Context: an optimization exercise on an open-source flow, tuned for small area and a short achievable clock period. The choices shown serve that exercise and are no tape-out recipe. At most, simulation tests tie the RTL to the original design; equivalence was not proved. No activity file was given, so power comes from the tool's default toggle rates.

== oak ==
==> flow/design.v (excerpt) <==
module Main(
    input clk,
    input [7:0] instruction,
    input reset,
    output [7:0] ReadAddress,
    output [6:0] seg_ten,
    output [6:0] seg_one,
    output led
    );
==> module Main, before the edit <==
module Main(
    input clk,
    input [7:0] instruction,
    input reset,
    output [7:0] ReadAddress,
    output [6:0] seg_ten,
    output [6:0] seg_one,
    output led
    );
  wire [1:0] op = instruction[7:6];
  wire [1:0] rs = instruction[5:4];
  wire [1:0] rt = instruction[3:2];
  wire [1:0] x  = instruction[1:0];
  wire [7:0] imm = {{7{x[1]}}, x[0]};
  wire is_add  = (op == 2'b00);
  wire is_lw   = (op == 2'b01);
  wire is_sw   = (op == 2'b10);
  wire is_jump = (op == 2'b11);
  wire [3:0] rsd = {rs == 2'd3, rs == 2'd2, rs == 2'd1, rs == 2'd0};
  wire [3:0] rtd = {rt == 2'd3, rt == 2'd2, rt == 2'd1, rt == 2'd0};
  wire [3:0] rsd_alu = rsd & {4{~is_lw}};
  wire b_en = is_add | is_jump;
  wire [3:0] xd  = {x == 2'd3, x == 2'd2, x == 2'd1, x == 2'd0};
  wire [3:0] xd_lw = xd & {4{is_lw}};
  wire [3:0] xd_sw = xd & {4{is_sw}};
  reg [7:0] R0, R1, R2, R3;
  wire [7:0] A, B, B2, BI, HA;
  wire [3:0] LA;
  genvar b, i, g;
  generate
    for (b = 0; b < 8; b = b + 1) begin : rdport
      cpu_ao4 ua (.s(rsd_alu), .d({R3[b], R2[b], R1[b], R0[b]}), .y(A[b]));
      cpu_ao4 ub (.s(rtd), .d({R3[b], R2[b], R1[b], R0[b]}), .y(B[b]));
      cpu_ao4 ub2 (.s(rtd), .d({R3[b], R2[b], R1[b], R0[b]}), .y(B2[b]));
      cpu_a21o ubi (.a1(B2[b]), .a2(b_en), .b1(is_sw & imm[b]), .x(BI[b]));
      cpu_ao4 uh (.s(rsd), .d({R3[4:2] == b, R2[4:2] == b, R1[4:2] == b, R0[4:2] == b}), .y(HA[b]));
    end
    for (b = 0; b < 4; b = b + 1) begin : rdlo
      cpu_ao4 ul (.s(rsd), .d({R3[1:0] == b, R2[1:0] == b, R1[1:0] == b, R0[1:0] == b}), .y(LA[b]));
    end
  endgenerate
  wire [7:0] sum;
  cpu_add8 u_add (.a(A), .b(BI), .s(sum));
  wire [3:0] lo_rd [0:3];
  wire [3:0] lo_wr;
  generate
    for (b = 0; b < 4; b = b + 1) begin : lsel
      for (g = 0; g < 4; g = g + 1) begin : cp
        cpu_ao4 ur (.s(xd_lw), .d({LA[(b + 1) % 4], LA[(b + 2) % 4], LA[(b + 3) % 4], LA[b]}), .y(lo_rd[g][b]));
      end
      cpu_ao4 uw (.s(xd_sw), .d({LA[(b + 1) % 4], LA[(b + 2) % 4], LA[(b + 3) % 4], LA[b]}), .y(lo_wr[b]));
    end
  endgenerate
  wire c2, c2_a, c2_b;
  cpu_aoi22 u_c2a (.a1(x == 2'd3), .a2(LA[1]), .b1(x[1]), .b2(LA[2]), .y(c2_a));
  cpu_nand2 u_c2b (.a(x != 2'd0), .b(LA[3]), .y(c2_b));
  cpu_nand2 u_c2 (.a(c2_a), .b(c2_b), .y(c2));
  wire [7:0] hc0 = x[1] ? {HA[0], HA[7:1]} : HA;
  wire [7:0] hc1 = x[1] ? HA : {HA[6:0], HA[7]};
  wire [7:0] hi, hi_wr;
  generate
    for (b = 0; b < 8; b = b + 1) begin : hsel
      cpu_mux2 u (.s(c2), .a(hc0[b]), .b(hc1[b]), .y(hi[b]));
      cpu_mux2 uw (.s(c2), .a(hc0[b]), .b(hc1[b]), .y(hi_wr[b]));    
    end
  endgenerate
  reg [7:0] M [0:31];
  wire [7:0] alu_nlw = sum;
  wire [7:0] W;
  generate
    for (b = 0; b < 8; b = b + 1) begin : rdmem
      wire [7:0] grp;
      for (g = 0; g < 8; g = g + 1) begin : gr
        cpu_ao4 u (.s(lo_rd[b / 2]), .d({M[4*g+3][b], M[4*g+2][b], M[4*g+1][b], M[4*g][b]}), .y(grp[g]));
      end
      wire [3:0] t;
      cpu_aoi22 u0 (.a1(hi[0]), .a2(grp[0]), .b1(hi[1]), .b2(grp[1]), .y(t[0]));
      cpu_aoi22 u1 (.a1(hi[2]), .a2(grp[2]), .b1(hi[3]), .b2(grp[3]), .y(t[1]));
      cpu_aoi22 u2 (.a1(hi[4]), .a2(grp[4]), .b1(hi[5]), .b2(grp[5]), .y(t[2]));
      cpu_aoi221 u3 (.a1(hi[6]), .a2(grp[6]), .b1(hi[7]), .b2(grp[7]), .c(alu_nlw[b]), .y(t[3]));
      cpu_nand4 us (.a(t[0]), .b(t[1]), .c(t[2]), .d(t[3]), .y(W[b]));
    end
  endgenerate
  wire [3:0] rwe;
  assign rwe[0] = (is_add & (x == 2'd0)) | (is_lw & (rt == 2'd0));
  assign rwe[1] = (is_add & (x == 2'd1)) | (is_lw & (rt == 2'd1));
  assign rwe[2] = (is_add & (x == 2'd2)) | (is_lw & (rt == 2'd2));
  assign rwe[3] = (is_add & (x == 2'd3)) | (is_lw & (rt == 2'd3));
  always @(posedge clk or posedge reset) begin
    if (reset) begin
      R0 <= 8'd0; R1 <= 8'd0; R2 <= 8'd0; R3 <= 8'd0;
    end else begin
      if (rwe[0]) R0 <= W;
      if (rwe[1]) R1 <= W;
      if (rwe[2]) R2 <= W;
      if (rwe[3]) R3 <= W;
    end
  end
  generate
    for (i = 0; i < 32; i = i + 1) begin : mw
      always @(posedge clk or posedge reset)
        if (reset) M[i] <= (i <= 16) ? (i % 16) : (272 - i);
        else if (hi_wr[i / 4] & lo_wr[i % 4]) M[i] <= B;
    end
  endgenerate
  reg [7:0] PC;
  always @(posedge clk or posedge reset) begin
    if (reset) PC <= 8'd0;
    else PC <= PC + 8'd1 + (is_jump ? imm : 8'd0);
  end
  assign ReadAddress = PC;
  assign led = reset;
  cpu_seg7 u_ten (.v(W[7:4]), .seg(seg_ten));
  cpu_seg7 u_one (.v(W[3:0]), .seg(seg_one));
endmodule
Settings: LEC_CHECK=0, CAP_MARGIN=5, CORE_MARGIN=2, CORE_UTILIZATION=55, CTS_BUF_LIST=sky130_fd_sc_hd__clkbuf_8, CTS_CLUSTER_DIAMETER=100, CTS_CLUSTER_SIZE=12, SETUP_SLACK_MARGIN=2.3, SLEW_MARGIN=5, SYNTH_HIERARCHICAL=1, TNS_END_PERCENT=0; clock period 9.0 ns.
run.sh (not shown) runs the stock make flow with config.mk's settings and CLKGATE_MAP_FILE= SYNTH_SCRIPT=/design/flow/synth_recipe.tcl, a recipe that flattens the netlist after the stock synthesis.
> inputs changed (oak -> pine)
-- flow/design.v --
<<< oak, line 59
  wire [7:0] hc0 = x[1] ? {HA[0], HA[7:1]} : HA;
  wire [7:0] hc1 = x[1] ? HA : {HA[6:0], HA[7]};
  wire [7:0] hi, hi_wr;
  generate
    for (b = 0; b < 8; b = b + 1) begin : hsel
      cpu_mux2 u (.s(c2), .a(hc0[b]), .b(hc1[b]), .y(hi[b]));
      cpu_mux2 uw (.s(c2), .a(hc0[b]), .b(hc1[b]), .y(hi_wr[b]));    
    end
  endgenerate
  reg [7:0] M [0:31];
  wire [7:0] alu_nlw = sum;
  wire [7:0] W;
  generate
    for (b = 0; b < 8; b = b + 1) begin : rdmem
>>> pine, line 59
  wire [7:0] hc0 = x[1] ? {HA[0], HA[7:1]} : HA;
  wire [7:0] hc1 = x[1] ? HA : {HA[6:0], HA[7]};
  wire [7:0] hi;
  generate
    for (b = 0; b < 8; b = b + 1) begin : hsel
      cpu_mux2 u (.s(c2), .a(hc0[b]), .b(hc1[b]), .y(hi[b]));
    end
  endgenerate
  reg [7:0] M [0:31];
  wire [7:0] alu_nlw = sum;
  wire [7:0] W, Wr;
  generate
    for (b = 0; b < 8; b = b + 1) begin : rdmem
<<< oak, line 81
      cpu_aoi221 u3 (.a1(hi[6]), .a2(grp[6]), .b1(hi[7]), .b2(grp[7]), .c(alu_nlw[b]), .y(t[3]));
      cpu_nand4 us (.a(t[0]), .b(t[1]), .c(t[2]), .d(t[3]), .y(W[b]));
    end
  endgenerate
>>> pine, line 80
      cpu_aoi221 u3 (.a1(hi[6]), .a2(grp[6]), .b1(hi[7]), .b2(grp[7]), .c(alu_nlw[b]), .y(t[3]));
      cpu_nand4 us (.a(t[0]), .b(t[1]), .c(t[2]), .d(t[3]), .y(W[b]));
      cpu_nand4r ur (.a(t[0]), .b(t[1]), .c(t[2]), .d(t[3]), .y(Wr[b]));
    end
  endgenerate
<<< oak, line 92
      R0 <= 8'd0; R1 <= 8'd0; R2 <= 8'd0; R3 <= 8'd0;
    end else begin
      if (rwe[0]) R0 <= W;
      if (rwe[1]) R1 <= W;
      if (rwe[2]) R2 <= W;
      if (rwe[3]) R3 <= W;
    end
  end
>>> pine, line 92
      R0 <= 8'd0; R1 <= 8'd0; R2 <= 8'd0; R3 <= 8'd0;
    end else begin
      if (rwe[0]) R0 <= Wr;
      if (rwe[1]) R1 <= Wr;
      if (rwe[2]) R2 <= Wr;
      if (rwe[3]) R3 <= Wr;
    end
  end
<<< oak, line 102
      always @(posedge clk or posedge reset)
        if (reset) M[i] <= (i <= 16) ? (i % 16) : (272 - i);
        else if (hi_wr[i / 4] & lo_wr[i % 4]) M[i] <= B;
    end
  endgenerate
>>> pine, line 102
      always @(posedge clk or posedge reset)
        if (reset) M[i] <= (i <= 16) ? (i % 16) : (272 - i);
        else if (hi[i / 4] & lo_wr[i % 4]) M[i] <= B;
    end
  endgenerate
<<< oak, line 172
  assign y = ~(a & b & c & d);
endmodule
module cpu_aoi22(input a1, input a2, input b1, input b2, output y);
  assign y = ~((a1 & a2) | (b1 & b2));
>>> pine, line 172
  assign y = ~(a & b & c & d);
endmodule
module cpu_nand4r(input a, input b, input c, input d, output y);
  assign y = ~(a & b & c & d);
endmodule
module cpu_aoi22(input a1, input a2, input b1, input b2, output y);
  assign y = ~((a1 & a2) | (b1 & b2));
Notes after the runs:
Higher share of final-layout standard cells stronger than drive strength 1 among oak and pine: pine
pine — global-route usage over all layers 0.19 points lower, oak as reference
oak → pine: final cell area excluding filler cells essentially unchanged, detailed-routing wirelength on met1 picked up an extra 240 um, cell-internal power held.
The worst hold slack after final layout in pine was lower than what oak gave.
Against oak, non-clock buffer count in pine fell by more than 10%.
Function not checked in pine: the RTL went through the layout flow alone.

Main, a different RTL version from the one above (not shown whole).
For scale: roughly 1300 cells after synthesis, ~300 flip-flops, ~33 I/O pins, about 0.016 sq mm of cells after synthesis.
==> module Main, before the edit <==
module Main(
    input clk,
    input [7:0] instruction,
    input reset,
    output [7:0] ReadAddress,
    output [6:0] seg_ten,
    output [6:0] seg_one,
    output led
    );
  wire [1:0] op = instruction[7:6];
  wire [1:0] rs = instruction[5:4];
  wire [1:0] rt = instruction[3:2];
  wire [1:0] x  = instruction[1:0];
  wire [7:0] imm = {{7{x[1]}}, x[0]};
  wire is_add  = (op == 2'b00);
  wire is_lw   = (op == 2'b01);
  wire is_sw   = (op == 2'b10);
  wire is_jump = (op == 2'b11);
  wire [3:0] rsd = {rs == 2'd3, rs == 2'd2, rs == 2'd1, rs == 2'd0};
  wire [3:0] rtd = {rt == 2'd3, rt == 2'd2, rt == 2'd1, rt == 2'd0};
  wire [3:0] rsd_alu = rsd & {4{~is_lw}};
  wire b_en = is_add | is_jump;
  wire [3:0] xd  = {x == 2'd3, x == 2'd2, x == 2'd1, x == 2'd0};
  wire [3:0] xd_lw = xd & {4{is_lw}};
  wire [3:0] xd_sw = xd & {4{is_sw}};
  reg [7:0] R0, R1, R2, R3;
  wire [7:0] A, B, B2, BI, HA;
  wire [3:0] LA;
  genvar b, i, g;
  generate
    for (b = 0; b < 8; b = b + 1) begin : rdport
      cpu_ao4 ua (.s(rsd_alu), .d({R3[b], R2[b], R1[b], R0[b]}), .y(A[b]));
      cpu_ao4 ub (.s(rtd), .d({R3[b], R2[b], R1[b], R0[b]}), .y(B[b]));
      cpu_ao4 ub2 (.s(rtd), .d({R3[b], R2[b], R1[b], R0[b]}), .y(B2[b]));
      cpu_a21o ubi (.a1(B2[b]), .a2(b_en), .b1(is_sw & imm[b]), .x(BI[b]));
      cpu_ao4 uh (.s(rsd), .d({R3[4:2] == b, R2[4:2] == b, R1[4:2] == b, R0[4:2] == b}), .y(HA[b]));
    end
    for (b = 0; b < 4; b = b + 1) begin : rdlo
      cpu_ao4 ul (.s(rsd), .d({R3[1:0] == b, R2[1:0] == b, R1[1:0] == b, R0[1:0] == b}), .y(LA[b]));
    end
  endgenerate
  wire [7:0] sum;
  cpu_add8 u_add (.a(A), .b(BI), .s(sum));
  wire [3:0] lo_rd [0:3];
  wire [3:0] lo_wr;
  generate
    for (b = 0; b < 4; b = b + 1) begin : lsel
      for (g = 0; g < 4; g = g + 1) begin : cp
        cpu_ao4 ur (.s(xd_lw), .d({LA[(b + 1) % 4], LA[(b + 2) % 4], LA[(b + 3) % 4], LA[b]}), .y(lo_rd[g][b]));
      end
      cpu_ao4 uw (.s(xd_sw), .d({LA[(b + 1) % 4], LA[(b + 2) % 4], LA[(b + 3) % 4], LA[b]}), .y(lo_wr[b]));
    end
  endgenerate
  wire c2, c2_a, c2_b;
  cpu_aoi22 u_c2a (.a1(x == 2'd3), .a2(LA[1]), .b1(x[1]), .b2(LA[2]), .y(c2_a));
  cpu_nand2 u_c2b (.a(x != 2'd0), .b(LA[3]), .y(c2_b));
  cpu_nand2 u_c2 (.a(c2_a), .b(c2_b), .y(c2));
  wire [7:0] hc0 = x[1] ? {HA[0], HA[7:1]} : HA;
  wire [7:0] hc1 = x[1] ? HA : {HA[6:0], HA[7]};
  wire [7:0] hi;
  generate
    for (b = 0; b < 8; b = b + 1) begin : hsel
      cpu_mux2 u (.s(c2), .a(hc0[b]), .b(hc1[b]), .y(hi[b]));
    end
  endgenerate
  reg [7:0] M [0:31];
  wire [7:0] alu_nlw = sum;
  wire [7:0] W, Wr;
  generate
    for (b = 0; b < 8; b = b + 1) begin : rdmem
      wire [7:0] grp;
      for (g = 0; g < 8; g = g + 1) begin : gr
        cpu_ao4 u (.s(lo_rd[b / 2]), .d({M[4*g+3][b], M[4*g+2][b], M[4*g+1][b], M[4*g][b]}), .y(grp[g]));
      end
      wire [3:0] t;
      cpu_aoi22 u0 (.a1(hi[0]), .a2(grp[0]), .b1(hi[1]), .b2(grp[1]), .y(t[0]));
      cpu_aoi22 u1 (.a1(hi[2]), .a2(grp[2]), .b1(hi[3]), .b2(grp[3]), .y(t[1]));
      cpu_aoi22 u2 (.a1(hi[4]), .a2(grp[4]), .b1(hi[5]), .b2(grp[5]), .y(t[2]));
      cpu_aoi221 u3 (.a1(hi[6]), .a2(grp[6]), .b1(hi[7]), .b2(grp[7]), .c(alu_nlw[b]), .y(t[3]));
      cpu_nand4 us (.a(t[0]), .b(t[1]), .c(t[2]), .d(t[3]), .y(W[b]));
      cpu_nand4r ur (.a(t[0]), .b(t[1]), .c(t[2]), .d(t[3]), .y(Wr[b]));
    end
  endgenerate
  wire [3:0] rwe;
  assign rwe[0] = (is_add & (x == 2'd0)) | (is_lw & (rt == 2'd0));
  assign rwe[1] = (is_add & (x == 2'd1)) | (is_lw & (rt == 2'd1));
  assign rwe[2] = (is_add & (x == 2'd2)) | (is_lw & (rt == 2'd2));
  assign rwe[3] = (is_add & (x == 2'd3)) | (is_lw & (rt == 2'd3));
  always @(posedge clk or posedge reset) begin
    if (reset) begin
      R0 <= 8'd0; R1 <= 8'd0; R2 <= 8'd0; R3 <= 8'd0;
    end else begin
      if (rwe[0]) R0 <= Wr;
      if (rwe[1]) R1 <= Wr;
      if (rwe[2]) R2 <= Wr;
      if (rwe[3]) R3 <= Wr;
    end
  end
  generate
    for (i = 0; i < 32; i = i + 1) begin : mw
      always @(posedge clk or posedge reset)
        if (reset) M[i] <= (i <= 16) ? (i % 16) : (272 - i);
        else if (hi[i / 4] & lo_wr[i % 4]) M[i] <= B;
    end
  endgenerate
  reg [7:0] PC;
  always @(posedge clk or posedge reset) begin
    if (reset) PC <= 8'd0;
    else PC <= PC + 8'd1 + (is_jump ? imm : 8'd0);
  end
  assign ReadAddress = PC;
  assign led = reset;
  cpu_seg7 u_ten (.v(W[7:4]), .seg(seg_ten));
  cpu_seg7 u_one (.v(W[3:0]), .seg(seg_one));
endmodule
==> module cpu_a21o, before the edit <==
module cpu_a21o(input a1, input a2, input b1, output x);
  assign x = (a1 & a2) | b1;
endmodule
make LEC_CHECK=0 CAP_MARGIN=20 CORE_MARGIN=2 CORE_UTILIZATION=55 CTS_BUF_LIST=sky130_fd_sc_hd__clkbuf_8 CTS_CLUSTER_DIAMETER=100 CTS_CLUSTER_SIZE=12 SETUP_SLACK_MARGIN=2.3 SLEW_MARGIN=20 SYNTH_HIERARCHICAL=1 TNS_END_PERCENT=0 finish   # period 9.0 ns
The baseline completed with no timing, DRC or antenna violations.
Rerun with:
--- a/flow/design.v
+++ b/flow/design.v
@@ -20,20 +20,19 @@
   wire [3:0] rsd = {rs == 2'd3, rs == 2'd2, rs == 2'd1, rs == 2'd0};
   wire [3:0] rtd = {rt == 2'd3, rt == 2'd2, rt == 2'd1, rt == 2'd0};
   wire [3:0] rsd_alu = rsd & {4{~is_lw}};
-  wire b_en = is_add | is_jump;
+  wire [3:0] rtd_alu = rtd & {4{is_add | is_jump}};
   wire [3:0] xd  = {x == 2'd3, x == 2'd2, x == 2'd1, x == 2'd0};
   wire [3:0] xd_lw = xd & {4{is_lw}};
   wire [3:0] xd_sw = xd & {4{is_sw}};
   reg [7:0] R0, R1, R2, R3;
-  wire [7:0] A, B, B2, BI, HA;
+  wire [7:0] A, B, BI, HA;
   wire [3:0] LA;
   genvar b, i, g;
   generate
     for (b = 0; b < 8; b = b + 1) begin : rdport
       cpu_ao4 ua (.s(rsd_alu), .d({R3[b], R2[b], R1[b], R0[b]}), .y(A[b]));
       cpu_ao4 ub (.s(rtd), .d({R3[b], R2[b], R1[b], R0[b]}), .y(B[b]));
-      cpu_ao4 ub2 (.s(rtd), .d({R3[b], R2[b], R1[b], R0[b]}), .y(B2[b]));
-      cpu_a21o ubi (.a1(B2[b]), .a2(b_en), .b1(is_sw & imm[b]), .x(BI[b]));
+      cpu_ao4p1 ubi (.s(rtd_alu), .d({R3[b], R2[b], R1[b], R0[b]}), .e(is_sw & imm[b]), .y(BI[b]));
       cpu_ao4 uh (.s(rsd), .d({R3[4:2] == b, R2[4:2] == b, R1[4:2] == b, R0[4:2] == b}), .y(HA[b]));
     end
     for (b = 0; b < 4; b = b + 1) begin : rdlo
@@ -42,13 +41,10 @@
   endgenerate
   wire [7:0] sum;
   cpu_add8 u_add (.a(A), .b(BI), .s(sum));
-  wire [3:0] lo_rd [0:3];
-  wire [3:0] lo_wr;
+  wire [3:0] lo_rd, lo_wr;
   generate
     for (b = 0; b < 4; b = b + 1) begin : lsel
-      for (g = 0; g < 4; g = g + 1) begin : cp
-        cpu_ao4 ur (.s(xd_lw), .d({LA[(b + 1) % 4], LA[(b + 2) % 4], LA[(b + 3) % 4], LA[b]}), .y(lo_rd[g][b]));
-      end
+      cpu_ao4 ur (.s(xd_lw), .d({LA[(b + 1) % 4], LA[(b + 2) % 4], LA[(b + 3) % 4], LA[b]}), .y(lo_rd[b]));
       cpu_ao4 uw (.s(xd_sw), .d({LA[(b + 1) % 4], LA[(b + 2) % 4], LA[(b + 3) % 4], LA[b]}), .y(lo_wr[b]));
     end
   endgenerate
@@ -71,7 +67,7 @@
     for (b = 0; b < 8; b = b + 1) begin : rdmem
       wire [7:0] grp;
       for (g = 0; g < 8; g = g + 1) begin : gr
-        cpu_ao4 u (.s(lo_rd[b / 2]), .d({M[4*g+3][b], M[4*g+2][b], M[4*g+1][b], M[4*g][b]}), .y(grp[g]));
+        cpu_ao4 u (.s(lo_rd), .d({M[4*g+3][b], M[4*g+2][b], M[4*g+1][b], M[4*g][b]}), .y(grp[g]));
       end
       wire [3:0] t;
       cpu_aoi22 u0 (.a1(hi[0]), .a2(grp[0]), .b1(hi[1]), .b2(grp[1]), .y(t[0]));
@@ -126,9 +122,6 @@
 module cpu_add8(input [7:0] a, input [7:0] b, output [7:0] s);
   assign s = a + b;
 endmodule
-module cpu_a21o(input a1, input a2, input b1, output x);
-  assign x = (a1 & a2) | b1;
-endmodule
 module cpu_aoi221(input a1, input a2, input b1, input b2, input c, output y);
   assign y = ~((a1 & a2) | (b1 & b2) | c);
 endmodule
Outcome: The changed run produced a clean layout; setup slack got worse by 160 ps; wire length came out lower by 3.1%; core utilization came out higher by 0.25 points; count of clock-buffer cells in the layout is unchanged; worst hold slack got worse by 39 ps; first-iteration DRC count came out lower by 14%; via count came out lower by 3.4%; non-clock buffer count came out higher by 9.

[port drivers added, routing unchanged]
Ports are ideal in the flow. The routed layouts listed here were re-timed in OpenROAD. Step 1: set_driving_cell puts a clkbuf_16 on clk and a buf_2 on each other input, an assumption about the parent block. Step 2 moves the port delays by t, midway between the first and last clock arrival at a register: inputs arrive t later, outputs are due t later. That takes back most of the time a late clock gives input paths. Slacks: no drivers / after step 1 / after step 2; pairs: no drivers / after step 1.
run	t, ns	slack for setup (ns)	worst hold slack (ns)	worst setup path after step 2	latest minus earliest clock arrival (ns)
oak	0.634	2.281 / 2.223 / 2.223	0.475 / 0.475 / 0.475	input to output	0.016 / 0.016
pine	0.630	2.209 / 2.164 / 2.164	0.470 / 0.470 / 0.470	input to output	0.016 / 0.016
the first run of note 2	0.643	2.239 / 2.209 / 2.209	0.510 / 0.510 / 0.510	input to output	0.060 / 0.059
the second run of note 2	0.640	2.075 / 2.046 / 2.046	0.470 / 0.470 / 0.470	input to output	0.024 / 0.024
After both steps every run listed still meets setup and hold. For oak, which loses most, drivers alone change the setup slack by -0.058 ns; drivers and shift together by -0.058 ns.
